This is an optimization exercise on Yosys and OpenROAD, whose aim is small area and a short achievable clock period, not a production implementation.
RTL that was checked went through simulation tests only; none was proved equivalent to the original.
No driver is modelled on the clock port, so clocking that relies on it looks cheaper here than on a real chip.
Power figures rest on the tool's default switching activity, not on a simulated workload.

==> flow/design.v (excerpt) <==
module bnn_layer #(
    parameter N = 32,
    parameter NEURONS = 16
)(
    input wire clk,
    input wire rst,
    input wire valid_in,
    input wire [N-1:0] input_vector,
    input wire [NEURONS*N-1:0] weights_flat,
    input wire [8*NEURONS-1:0] thresholds_flat,
    output wire [NEURONS-1:0] output_vector,
    output wire valid_out,
    output wire [8*NEURONS-1:0] debug_popcounts
);
    genvar i;
    generate
        for (i = 0; i < NEURONS; i = i + 1) begin : neuron_array
            wire [5:0] pc;
            neuron_unit neuron_inst (
                .clk(clk),
                .inputs(input_vector),
                .weights(weights_flat[32*i +: 32]),
                .threshold(thresholds_flat[8*i +: 8]),
                .out(output_vector[i]),
                .popcount(pc)
            );
            assign debug_popcounts[8*i +: 8] = {2'b00, pc};
        end
    endgenerate
    reg [1:0] vld;
    always @(posedge clk or posedge rst) begin
        if (rst) vld <= 2'd0;
        else vld <= {vld[0], valid_in};
    end
    assign valid_out = vld[1];
endmodule
Size in the first run: ~1900 cells after synthesis, about 26000 µm² of cells after synthesis.
Settings: LEC_CHECK=0, CAP_MARGIN=20, CORE_AREA=2 2 243 243, CTS_CLUSTER_DIAMETER=150, CTS_CLUSTER_SIZE=20, DIE_AREA=0 0 245 245, SLEW_MARGIN=20, SYNTH_HIERARCHICAL=1, SYNTH_MINIMUM_KEEP_SIZE=0; clock period 9.0 ns.
standard.sh (not shown) runs the stock make flow with config.mk's settings and CLKGATE_MAP_FILE= SYNTH_SCRIPT=/design/flow/synth_recipe.tcl, a recipe that flattens the netlist after the stock synthesis.
==> flow/flow/run.sh <==
#!/bin/bash
# Own layout flow: the standard flow (standard synthesis unchanged), with
#  - port buffers made from the smallest buffer cell instead of the resizer's default,
#  - input_vector port buffers (16 loads each) enlarged after repair_design,
#  - timing repair aimed below the clock period (SETUP_SLACK_MARGIN).
# Each tool's output goes to the ORFS logs under orfs/logs; make's output to flow_standard.log.
set -euo pipefail
export BUFFER_PORTS_ARGS="-buffer_cell sky130_fd_sc_hd__buf_1"
export SETUP_SLACK_MARGIN=5.9
export FLOW_INBUF_CELL=sky130_fd_sc_hd__buf_8
export POST_RESIZE_TCL="$PWD/flow/post_resize.tcl"
bash standard.sh finish > flow_standard.log 2>&1 || { tail -50 flow_standard.log; exit 1; }
tail -5 flow_standard.log
==> flow/flow/post_resize.tcl <==
# Drive each input_vector bit (16 loads spread over the layout) with larger
# buffers than repair_design picks: every buffer between the port and the
# loads is resized. The port itself is an ideal driver.
set n 0
set block [ord::get_db_block]
foreach port [get_ports input_vector*] {
  set nets [list [[$block findBTerm [get_full_name $port]] getNet]]
  while { [llength $nets] } {
    set net [lindex $nets 0]
    set nets [lrange $nets 1 end]
    foreach it [$net getITerms] {
      if { ![$it isInputSignal] } { continue }
      set inst [$it getInst]
      if { [string match "sky130_fd_sc_hd__*buf_*" [[$inst getMaster] getName]] } {
        replace_cell [get_cells [$inst getName]] $::env(FLOW_INBUF_CELL)
        incr n
        foreach ot [$inst getITerms] {
          if { [$ot isOutputSignal] && [$ot getNet] ne "NULL" } { lappend nets [$ot getNet] }
        }
      }
    }
  }
}
puts "post_resize: resized $n input_vector buffers to $::env(FLOW_INBUF_CELL)"
The first run ran to the end with no violations.
Then changed:
--- a/flow/flow/run.sh
+++ b/flow/flow/run.sh
@@ -9 +9 @@
-export SETUP_SLACK_MARGIN=5.9
+export SETUP_SLACK_MARGIN=5.95
Settings changed: CTS_CLUSTER_SIZE 20 to 24.
Result: Clock power drops by a little under a tenth. Sequential power stays flat. Global-route usage is about the same. Critical path depth stays the same.
Then changed:
--- a/flow/flow/run.sh
+++ b/flow/flow/run.sh
@@ -9 +9 @@
-export SETUP_SLACK_MARGIN=5.95
+export SETUP_SLACK_MARGIN=5.9
==> flow/flow/post_resize.tcl (replaced) <==
# Drive each input_vector bit (16 loads spread over the layout) with a larger
# port buffer than repair_design picks; the port itself is an ideal driver.
set n 0
foreach port [get_ports input_vector*] {
  set net [get_nets -of_objects $port]
  foreach pin [get_pins -of_objects $net -filter "direction==input"] {
    set inst [get_cells -of_objects $pin]
    set master [get_property $inst ref_name]
    if { [string match "sky130_fd_sc_hd__*buf*" $master] } {
      replace_cell $inst $::env(FLOW_INBUF_CELL)
      incr n
    }
  }
}
puts "post_resize: resized $n input_vector port buffers to $::env(FLOW_INBUF_CELL)"
Settings changed: CORE_AREA 2 2 243 243 to 2 2 253 253, CTS_CLUSTER_DIAMETER 150 to 80, DIE_AREA 0 0 245 245 to 0 0 255 255.
Outcome: The new run never finished: it broke off in placement repair (3_4_place_resized); synthesized cell count does not change; area after synthesis is unchanged.
Then changed:
--- a/flow/flow/run.sh
+++ b/flow/flow/run.sh
@@ -4 +4 @@
-#  - input_vector port buffers (16 loads each) enlarged after repair_design,
+#  - input_vector port buffers (16 loads each) and output port buffers enlarged after repair_design,
@@ -10,0 +11 @@
+export FLOW_OUTBUF_CELL=sky130_fd_sc_hd__buf_2
==> flow/flow/post_resize.tcl (replaced) <==
# Drive each input_vector bit (16 loads spread over the layout) with larger
# buffers than repair_design picks: every buffer between the port and the
# loads is resized. The port itself is an ideal driver.
set n 0
set block [ord::get_db_block]
foreach port [get_ports input_vector*] {
  set nets [list [[$block findBTerm [get_full_name $port]] getNet]]
  while { [llength $nets] } {
    set net [lindex $nets 0]
    set nets [lrange $nets 1 end]
    foreach it [$net getITerms] {
      if { ![$it isInputSignal] } { continue }
      set inst [$it getInst]
      if { [string match "sky130_fd_sc_hd__*buf_*" [[$inst getMaster] getName]] } {
        replace_cell [get_cells [$inst getName]] $::env(FLOW_INBUF_CELL)
        incr n
        foreach ot [$inst getITerms] {
          if { [$ot isOutputSignal] && [$ot getNet] ne "NULL" } { lappend nets [$ot getNet] }
        }
      }
    }
  }
}
puts "post_resize: resized $n input_vector buffers to $::env(FLOW_INBUF_CELL)"

# Optionally enlarge the output port buffers as well.
if { [info exists ::env(FLOW_OUTBUF_CELL)] && $::env(FLOW_OUTBUF_CELL) ne "" } {
  set n 0
  foreach port [get_ports -filter "direction==output" *] {
    set net [[$block findBTerm [get_full_name $port]] getNet]
    foreach it [$net getITerms] {
      if { ![$it isOutputSignal] } { continue }
      set inst [$it getInst]
      if { [string match "sky130_fd_sc_hd__*buf_*" [[$inst getMaster] getName]] } {
        replace_cell [get_cells [$inst getName]] $::env(FLOW_OUTBUF_CELL)
        incr n
      }
    }
  }
  puts "post_resize: resized $n output port buffers to $::env(FLOW_OUTBUF_CELL)"
}
Settings changed: CORE_AREA 2 2 253 253 to 2 2 243 243, DIE_AREA 0 0 255 255 to 0 0 245 245.
Outcome:
- With this change the flow finished with timing, DRC and antenna clean
- synthesized area stays the same
- synthesized cell count stays the same

* * *

Starting RTL as in the previous note.
==> flow/config.mk <==
export PLATFORM = sky130hd
export DESIGN_NAME = bnn_layer
export DESIGN_NICKNAME = bnn_layer
export VERILOG_FILES = /design/flow/design.v
export SDC_FILE = /design/flow/constraint.sdc
export NUM_CORES = 4
export LEC_CHECK = 0
export CAP_MARGIN = 20
export CORE_AREA = 2 2 243 243
export CTS_CLUSTER_DIAMETER = 80
export CTS_CLUSTER_SIZE = 24
export DIE_AREA = 0 0 245 245
export SLEW_MARGIN = 20
export SYNTH_HIERARCHICAL = 1
export SYNTH_MINIMUM_KEEP_SIZE = 0
==> flow/constraint.sdc <==
create_clock -name core_clock -period 9.0 [get_ports {clk}]
set_input_delay 1.8000 -clock core_clock [delete_from_list [all_inputs] [get_ports {clk}]]
set_output_delay 1.8000 -clock core_clock [all_outputs]
set_load 0.01 [all_outputs]
==> flow/flow/run.sh <==
#!/bin/bash
# Own layout flow: the standard flow (standard synthesis unchanged), with
#  - port buffers made from the smallest buffer cell instead of the resizer's default,
#  - input_vector port buffers (16 loads each) enlarged after repair_design,
#  - timing repair aimed below the clock period (SETUP_SLACK_MARGIN).
# Each tool's output goes to the ORFS logs under orfs/logs; make's output to flow_standard.log.
set -euo pipefail
export BUFFER_PORTS_ARGS="-buffer_cell sky130_fd_sc_hd__buf_1"
export SETUP_SLACK_MARGIN=5.9
export FLOW_INBUF_CELL=sky130_fd_sc_hd__buf_8
export POST_RESIZE_TCL="$PWD/flow/post_resize.tcl"
bash standard.sh finish > flow_standard.log 2>&1 || { tail -50 flow_standard.log; exit 1; }
tail -5 flow_standard.log
==> flow/flow/post_resize.tcl <==
# Drive each input_vector bit (16 loads spread over the layout) with larger
# buffers than repair_design picks: every buffer between the port and the
# loads is resized. The port itself is an ideal driver.
set n 0
set block [ord::get_db_block]
foreach port [get_ports input_vector*] {
  set nets [list [[$block findBTerm [get_full_name $port]] getNet]]
  while { [llength $nets] } {
    set net [lindex $nets 0]
    set nets [lrange $nets 1 end]
    foreach it [$net getITerms] {
      if { ![$it isInputSignal] } { continue }
      set inst [$it getInst]
      if { [string match "sky130_fd_sc_hd__*buf_*" [[$inst getMaster] getName]] } {
        replace_cell [get_cells [$inst getName]] $::env(FLOW_INBUF_CELL)
        incr n
        foreach ot [$inst getITerms] {
          if { [$ot isOutputSignal] && [$ot getNet] ne "NULL" } { lappend nets [$ot getNet] }
        }
      }
    }
  }
}
puts "post_resize: resized $n input_vector buffers to $::env(FLOW_INBUF_CELL)"
The starting point completed with no timing, DRC or antenna violations.
Edit:
--- a/flow/flow/run.sh
+++ b/flow/flow/run.sh
@@ -9 +9 @@
-export SETUP_SLACK_MARGIN=5.9
+export SETUP_SLACK_MARGIN=5.95
--- a/flow/config.mk
+++ b/flow/config.mk
@@ -10,2 +10,2 @@
-export CTS_CLUSTER_DIAMETER = 80
-export CTS_CLUSTER_SIZE = 24
+export CTS_CLUSTER_DIAMETER = 150
+export CTS_CLUSTER_SIZE = 20
Maximum frequency grows by a few percent.
Global-route usage shrinks by 0.13 points.
Sequential power stays flat.
Total power shrinks by a few percent.
Worst hold slack stays flat.
Non-clock buffer count is unchanged.
Edit:
--- a/flow/flow/run.sh
+++ b/flow/flow/run.sh
@@ -9 +9 @@
-export SETUP_SLACK_MARGIN=5.95
+export SETUP_SLACK_MARGIN=5.9
--- a/flow/config.mk
+++ b/flow/config.mk
@@ -9,4 +9,4 @@
-export CORE_AREA = 2 2 243 243
-export CTS_CLUSTER_DIAMETER = 150
-export CTS_CLUSTER_SIZE = 20
-export DIE_AREA = 0 0 245 245
+export CORE_AREA = 2 2 253 253
+export CTS_CLUSTER_DIAMETER = 80
+export CTS_CLUSTER_SIZE = 24
+export DIE_AREA = 0 0 255 255
First-iteration DRC count grows by 17%.
Final area grows by 1.9%.
Clock power came out higher by 31%.
Routed wire length grows by 2.4%.
Synthesized area is unchanged.
Synthesized cell count is unchanged.
Power is higher by 3.9%.
Sequential power is about the same.
Utilization came out lower by 3.5 points.
Setup slack got worse by 0.053 ns.
Non-clock buffer count grows by 5.
Edit:
--- a/flow/flow/run.sh
+++ b/flow/flow/run.sh
@@ -10 +10 @@
-export FLOW_INBUF_CELL=sky130_fd_sc_hd__buf_8
+export FLOW_INBUF_CELL=sky130_fd_sc_hd__buf_12
==> flow/flow/post_resize.tcl (replaced) <==
# Drive each input_vector bit (16 loads spread over the layout) with a larger
# port buffer than repair_design picks; the port itself is an ideal driver.
set n 0
foreach port [get_ports input_vector*] {
  set net [get_nets -of_objects $port]
  foreach pin [get_pins -of_objects $net -filter "direction==input"] {
    set inst [get_cells -of_objects $pin]
    set master [get_property $inst ref_name]
    if { [string match "sky130_fd_sc_hd__*buf*" $master] } {
      replace_cell $inst $::env(FLOW_INBUF_CELL)
      incr n
    }
  }
}
puts "post_resize: resized $n input_vector port buffers to $::env(FLOW_INBUF_CELL)"
The changed run failed in placement repair (3_4_place_resized) with STA-0100. Synthesized cell count stays the same. Area after synthesis stays the same.

* * *

Setup of run 1:
The RTL this note starts from:
==> flow/design.v <==
module neuron_unit (
    input wire clk,
    input wire [31:0] inputs,
    input wire [31:0] weights,
    input wire [7:0] threshold,
    output reg out,
    output reg [5:0] popcount
);
    wire [31:0] x = ~(inputs ^ weights);
    wire n1;
    wire n2;
    wire n3;
    wire n4;
    wire n5;
    wire n6;
    wire n7;
    wire n8;
    wire n9;
    wire n10;
    wire n11;
    wire n12;
    wire n13;
    wire n14;
    wire n15;
    wire n16;
    wire n17;
    wire n18;
    wire n19;
    wire n20;
    wire n21;
    wire n22;
    wire n23;
    wire n24;
    wire n25;
    wire n26;
    wire n27;
    wire n28;
    wire n29;
    wire n30;
    wire n31;
    wire n32;
    wire n33;
    wire n34;
    wire n35;
    wire n36;
    wire n37;
    wire n38;
    wire n39;
    wire n40;
    wire n41;
    wire n42;
    wire n43;
    wire n44;
    wire n45;
    wire n46;
    wire n47;
    wire n48;
    wire n49;
    wire n50;
    wire n51;
    wire n52;
    wire n53;
    wire n54;
    wire n55;
    wire n56;
    wire n57;
    wire n58;
    wire n59;
    wire n60;
    wire n61;
    wire n62;
    wire n63;
    wire n64;
    wire n65;
    reg r_n21;
    reg r_n23;
    reg r_n25;
    reg r_n27;
    reg r_n8;
    reg r_n22;
    reg r_n24;
    reg r_n26;
    reg r_n28;
    reg r_n29;
    reg r_n31;
    reg r_n33;
    reg r_n30;
    reg r_n32;
    reg r_n34;
    reg [6:0] r_thr;
    fa_cell un1 (.a(x[0]), .b(x[10]), .c(x[11]), .s(n1), .co(n2));
    fa_cell un3 (.a(x[12]), .b(x[13]), .c(x[14]), .s(n3), .co(n4));
    fa_cell un5 (.a(x[15]), .b(x[16]), .c(x[17]), .s(n5), .co(n6));
    fa_cell un7 (.a(x[18]), .b(x[19]), .c(x[1]), .s(n7), .co(n8));
    fa_cell un9 (.a(x[20]), .b(x[21]), .c(x[22]), .s(n9), .co(n10));
    fa_cell un11 (.a(x[23]), .b(x[24]), .c(x[25]), .s(n11), .co(n12));
    fa_cell un13 (.a(x[26]), .b(x[27]), .c(x[28]), .s(n13), .co(n14));
    fa_cell un15 (.a(x[29]), .b(x[2]), .c(x[30]), .s(n15), .co(n16));
    fa_cell un17 (.a(x[31]), .b(x[3]), .c(x[4]), .s(n17), .co(n18));
    fa_cell un19 (.a(x[5]), .b(x[6]), .c(x[7]), .s(n19), .co(n20));
    fa_cell un21 (.a(x[8]), .b(x[9]), .c(n1), .s(n21), .co(n22));
    fa_cell un23 (.a(n11), .b(n13), .c(n15), .s(n23), .co(n24));
    fa_cell un25 (.a(n17), .b(n19), .c(n3), .s(n25), .co(n26));
    fa_cell un27 (.a(n5), .b(n7), .c(n9), .s(n27), .co(n28));
    fa_cell un29 (.a(n10), .b(n12), .c(n14), .s(n29), .co(n30));
    fa_cell un31 (.a(n16), .b(n18), .c(n2), .s(n31), .co(n32));
    fa_cell un33 (.a(n20), .b(n4), .c(n6), .s(n33), .co(n34));
    always @(posedge clk) begin
        r_n21 <= n21;
        r_n23 <= n23;
        r_n25 <= n25;
        r_n27 <= n27;
        r_n8 <= n8;
        r_n22 <= n22;
        r_n24 <= n24;
        r_n26 <= n26;
        r_n28 <= n28;
        r_n29 <= n29;
        r_n31 <= n31;
        r_n33 <= n33;
        r_n30 <= n30;
        r_n32 <= n32;
        r_n34 <= n34;
        r_thr <= {|threshold[7:6], threshold[5:0]};
    end
    fa_cell un35 (.a(r_n21), .b(r_n23), .c(r_n25), .s(n35), .co(n36));
    ha_cell un37 (.a(n35), .b(r_n27), .s(n37), .co(n38));
    fa_cell un39 (.a(r_n8), .b(r_n22), .c(r_n24), .s(n39), .co(n40));
    fa_cell un41 (.a(r_n26), .b(r_n28), .c(r_n29), .s(n41), .co(n42));
    fa_cell un43 (.a(r_n31), .b(r_n33), .c(n36), .s(n43), .co(n44));
    fa_cell un45 (.a(n39), .b(n41), .c(n38), .s(n45), .co(n46));
    ha_cell un47 (.a(n43), .b(n45), .s(n47), .co(n48));
    fa_cell un49 (.a(r_n30), .b(r_n32), .c(r_n34), .s(n49), .co(n50));
    fa_cell un51 (.a(n40), .b(n42), .c(n49), .s(n51), .co(n52));
    fa_cell un53 (.a(n44), .b(n51), .c(n46), .s(n53), .co(n54));
    ha_cell un55 (.a(n48), .b(n53), .s(n55), .co(n56));
    fa_cell un57 (.a(n50), .b(n52), .c(n54), .s(n57), .co(n58));
    ha_cell un59 (.a(n57), .b(n56), .s(n59), .co(n60));
    ha_cell un61 (.a(n58), .b(n60), .s(n61), .co(n62));
    assign n63 = n37 | ~r_thr[0];
    maj_cell un64 (.a(n47), .b(~r_thr[1]), .c(n63), .y(n64));
    maj_cell un65 (.a(n55), .b(~r_thr[2]), .c(n64), .y(n65));
    wire G1 = n50 | n52 | n54;
    wire G2 = (n50 & n52) | (n50 & n54) | (n52 & n54);
    wire G3 = n50 & n52 & n54;
    wire [2:0] th = r_thr[5:3];
    wire ok = ~r_thr[6];
    wire A0 = ok & ((th == 3'd0 & G1) | (th == 3'd1 & G2) | (th == 3'd2 & G3));
    wire A1 = ok & ((th == 3'd0) | (th == 3'd1 & G1) | (th == 3'd2 & G2) | (th == 3'd3 & G3));
    wire A2 = ok & ((th <= 3'd1) | (th == 3'd2 & G1) | (th == 3'd3 & G2) | (th == 3'd4 & G3));
    wire fire;
    sel_cell usel (.a0(A0), .a1(A1), .a2(A2), .d(n56), .l(n65), .y(fire));
    wire [5:0] p = {n62, n61, n59, n55, n47, n37};
    always @(posedge clk) begin
        out <= fire;
        popcount <= p;
    end
endmodule
module fa_cell (input wire a, input wire b, input wire c, output wire s, output wire co);
    assign s = a ^ b ^ c;
    assign co = (a & b) | (a & c) | (b & c);
endmodule
module ha_cell (input wire a, input wire b, output wire s, output wire co);
    assign s = a ^ b;
    assign co = a & b;
endmodule
module maj_cell (input wire a, input wire b, input wire c, output wire y);
    assign y = (a & b) | (a & c) | (b & c);
endmodule
module sel_cell (input wire a0, input wire a1, input wire a2, input wire d, input wire l, output wire y);
    assign y = a0 | (a1 & (d | l)) | (a2 & d & l);
endmodule
module bnn_layer #(
    parameter N = 32,
    parameter NEURONS = 16
)(
    input wire clk,
    input wire rst,
    input wire valid_in,
    input wire [N-1:0] input_vector,
    input wire [NEURONS*N-1:0] weights_flat,
    input wire [8*NEURONS-1:0] thresholds_flat,
    output wire [NEURONS-1:0] output_vector,
    output wire valid_out,
    output wire [8*NEURONS-1:0] debug_popcounts
);
    genvar i;
    generate
        for (i = 0; i < NEURONS; i = i + 1) begin : neuron_array
            wire [5:0] pc;
            neuron_unit neuron_inst (
                .clk(clk),
                .inputs(input_vector),
                .weights(weights_flat[32*i +: 32]),
                .threshold(thresholds_flat[8*i +: 8]),
                .out(output_vector[i]),
                .popcount(pc)
            );
            assign debug_popcounts[8*i +: 8] = {2'b00, pc};
        end
    endgenerate
    reg [1:0] vld;
    always @(posedge clk or posedge rst) begin
        if (rst) vld <= 2'd0;
        else vld <= {vld[0], valid_in};
    end
    assign valid_out = vld[1];
endmodule
Settings: LEC_CHECK=0, CAP_MARGIN=20, CORE_AREA=2 2 253 253, DIE_AREA=0 0 255 255, SLEW_MARGIN=20, SYNTH_HIERARCHICAL=1, SYNTH_MINIMUM_KEEP_SIZE=0; clock period 9.0 ns.
==> flow/flow/run.sh <==
#!/bin/bash
# Own layout flow: the standard flow (standard synthesis unchanged), with the
# port buffers made from the smallest buffer cell instead of the resizer's default.
set -euo pipefail
export BUFFER_PORTS_ARGS="-buffer_cell sky130_fd_sc_hd__buf_1"
export SETUP_SLACK_MARGIN=5.8
bash standard.sh finish > flow_standard.log 2>&1 || { tail -50 flow_standard.log; exit 1; }
tail -5 flow_standard.log
#### Input delta (run 2 over run 1)
Settings: CTS_CLUSTER_SIZE now 28, previously not set; CTS_CLUSTER_DIAMETER now 90, previously not set.
Notes after the runs:
Run 2 vs. run 1: mean routed wirelength per cell has remained practically unchanged; worst setup slack after placement has remained practically unchanged. Going from run 1 to run 2, count of clock-buffer cells in the layout shrinks by 49. Relative to run 1, number of levels the H-tree was split into decreased by 1 in run 2. The final critical delay including setup and external delays of run 2 exceeds that of run 1 by 0.029 ns. Run 1 vs run 2, first element of the critical path: input_vector[3] vs input_vector[11]. Looking at end point of the critical path, the neuron_array[3].neuron_inst.r_n21$_DFF_P_ result is from run 2; the neuron_array[3].neuron_inst.r_n25$_DFF_P_ one comes from run 1. Run 2 vs run 1 — final non-filler cell total dropped slightly. On run 2: power per standard cell area is about 1.8% lower than what run 1 gave.
For run 3, these inputs were changed with respect to run 2:
Settings: swapping 90 for 80 in CTS_CLUSTER_DIAMETER; swapping 28 for 24 in CTS_CLUSTER_SIZE.
diff --git a/flow/flow/run.sh b/flow/flow/run.sh
--- a/flow/flow/run.sh
+++ b/flow/flow/run.sh
@@ -4,5 +4,5 @@
 set -euo pipefail
 export BUFFER_PORTS_ARGS="-buffer_cell sky130_fd_sc_hd__buf_1"
-export SETUP_SLACK_MARGIN=5.8
+export SETUP_SLACK_MARGIN=5.9
 bash standard.sh finish > flow_standard.log 2>&1 || { tail -50 flow_standard.log; exit 1; }
 tail -5 flow_standard.log
--- outcome ---
Run 3: flow completed, timing, DRC and antenna clean
For net switching power, run 3 and run 2 come out practically identical.
~same total internal power in run 2 and run 3
Going from run 2 to run 3, fmax saw an increase, number of buffer and inverter instances along the worst setup path now sits lower, fill cell total of the finished layout closely matched the old numbers, relative contribution of combinational cells to total power rose by 0.8 points.
First-pass iteration count of the detailed router (lower): run 3
Final cell count without fillers delta (run 3 -> run 2): insignificant
Inputs modified between run 3 and run 4:
Settings: a deleted CTS_CLUSTER_DIAMETER that had been 80; a deleted CTS_CLUSTER_SIZE that had been 24.
diff --git a/flow/flow/run.sh b/flow/flow/run.sh
--- a/flow/flow/run.sh
+++ b/flow/flow/run.sh
@@ -4,5 +4,5 @@
 set -euo pipefail
 export BUFFER_PORTS_ARGS="-buffer_cell sky130_fd_sc_hd__buf_1"
-export SETUP_SLACK_MARGIN=5.9
+export SETUP_SLACK_MARGIN=6.0
 bash standard.sh finish > flow_standard.log 2>&1 || { tail -50 flow_standard.log; exit 1; }
 tail -5 flow_standard.log
--- outcome ---
Final cycle utilization of the critical path is higher on run 3. Critical path depth came out exactly the same in run 3 and run 4. Area: run 4 vs run 3 -> run 4 larger.
Setup changes, run 4 to run 5
Settings: CTS_CLUSTER_DIAMETER: unset -> 80; CTS_CLUSTER_SIZE: unset -> 24.
diff --git a/flow/flow/run.sh b/flow/flow/run.sh
--- a/flow/flow/run.sh
+++ b/flow/flow/run.sh
@@ -4,5 +4,5 @@
 set -euo pipefail
 export BUFFER_PORTS_ARGS="-buffer_cell sky130_fd_sc_hd__buf_1"
-export SETUP_SLACK_MARGIN=6.0
+export SETUP_SLACK_MARGIN=5.8
 bash standard.sh finish > flow_standard.log 2>&1 || { tail -50 flow_standard.log; exit 1; }
 tail -5 flow_standard.log
==> run summary <==
Against run 4, run 5 reports a wire length after detailed routing that is lower. Run 5 vs. run 4: final setup slack of the worst path went down by 0.16 ns. Compared with run 4, number of filler cells placed in the layout in run 5 increased by a little under 10%. Any difference in clock network latency to the later pin of the worst-skew pair between run 5 and run 4 is small enough to ignore. Delta(sequential share of power, run 5 - run 4) > 0.
diff inputs: run 5 => run 6
Settings: clearing CTS_CLUSTER_SIZE, which used to be 24; putting PLACE_DENSITY at 0.8 where nothing was set; clearing CTS_CLUSTER_DIAMETER, which used to be 80.
[summary]
- Diff run 5 -> run 6: setup slack decreased 0.039 ns, final standard cell area without fillers went up about 2.3%.
- Against run 5 as the reference, run 6 delivers a higher total sequential power.
- Between run 6 and run 5, the critical path depth is higher for run 6.
- Diff run 5 -> run 6 | buffer count excluding the clock tree in the final layout | increase of 6
- Of run 6 and run 5, it is run 6 that has the higher share of the cycle needed by the critical path after routing.
- Going from run 5 to run 6, sequential share of cell area now sits lower; minimum setup slack among reg-to-reg paths now smaller.
- Relative to run 5, combinational share of power has decreased by 2.5 points in run 6.
- Run 5 reports its worst setup path endpoint as neuron_array[3].neuron_inst.r_n25$_DFF_P_ while run 6 reports neuron_array[15].neuron_inst.r_n23$_DFF_P_.
No functional check of the RTL was part of any run of this note.

[separate check: timing with driven ports]
The flow's constraints put no driver on any port. The routed layouts listed below were extracted and timed again, unchanged, in two steps.
Step 1 (the two cells are an assumption about what drives the block):
set clk [get_ports {clk}]
set_driving_cell -lib_cell sky130_fd_sc_hd__clkbuf_16 $clk
set_driving_cell -lib_cell sky130_fd_sc_hd__buf_2 [delete_from_list [all_inputs] $clk]
Step 2, shift: input delay + t, output delay - t, t = (earliest + latest rising clock arrival at the registers) / 2. This alone moves slack from input paths to output paths.
Slacks: no drivers / after step 1 / after step 2; pairs: no drivers / after step 1.
| run | t (ns) | slack for setup (ns) | worst hold slack (ns) |
|---|---|---|---|
| the first run of note 1 | 0.642 | 5.958 / 5.895 / 5.486 | 0.358 / 0.358 / 0.358 |
| the second run of note 1 | 0.633 | 5.995 / 5.928 / 5.502 | 0.360 / 0.360 / 0.360 |
| the fourth run of note 1 | 0.666 | 5.939 / 5.875 / 5.487 | 0.357 / 0.357 / 0.357 |
| the first run of note 2 | 0.665 | 5.930 / 5.868 / 5.500 | 0.359 / 0.359 / 0.359 |
| the second run of note 2 | 0.643 | 6.006 / 5.943 / 5.489 | 0.358 / 0.358 / 0.358 |
| the third run of note 2 | 0.665 | 5.953 / 5.894 / 5.369 | 0.381 / 0.381 / 0.381 |
| run 1 | 0.655 | 5.803 / 5.848 / 5.192 | 0.353 / 0.353 / 0.353 |
| run 2 | 0.671 | 5.774 / 5.813 / 5.142 | 0.366 / 0.366 / 0.366 |
| run 3 | 0.673 | 5.885 / 5.908 / 5.251 | 0.362 / 0.362 / 0.362 |
| run 4 | 0.669 | 5.981 / 5.987 / 5.350 | 0.362 / 0.362 / 0.362 |
| run 5 | 0.675 | 5.819 / 5.863 / 5.188 | 0.362 / 0.362 / 0.362 |
| run 6 | 0.647 | 5.780 / 5.809 / 5.174 | 0.369 / 0.369 / 0.369 |
After both steps every run listed still meets setup and hold. The setup slack of run 3, which loses most, moves by +0.023 ns with the drivers and by -0.634 ns with both steps.
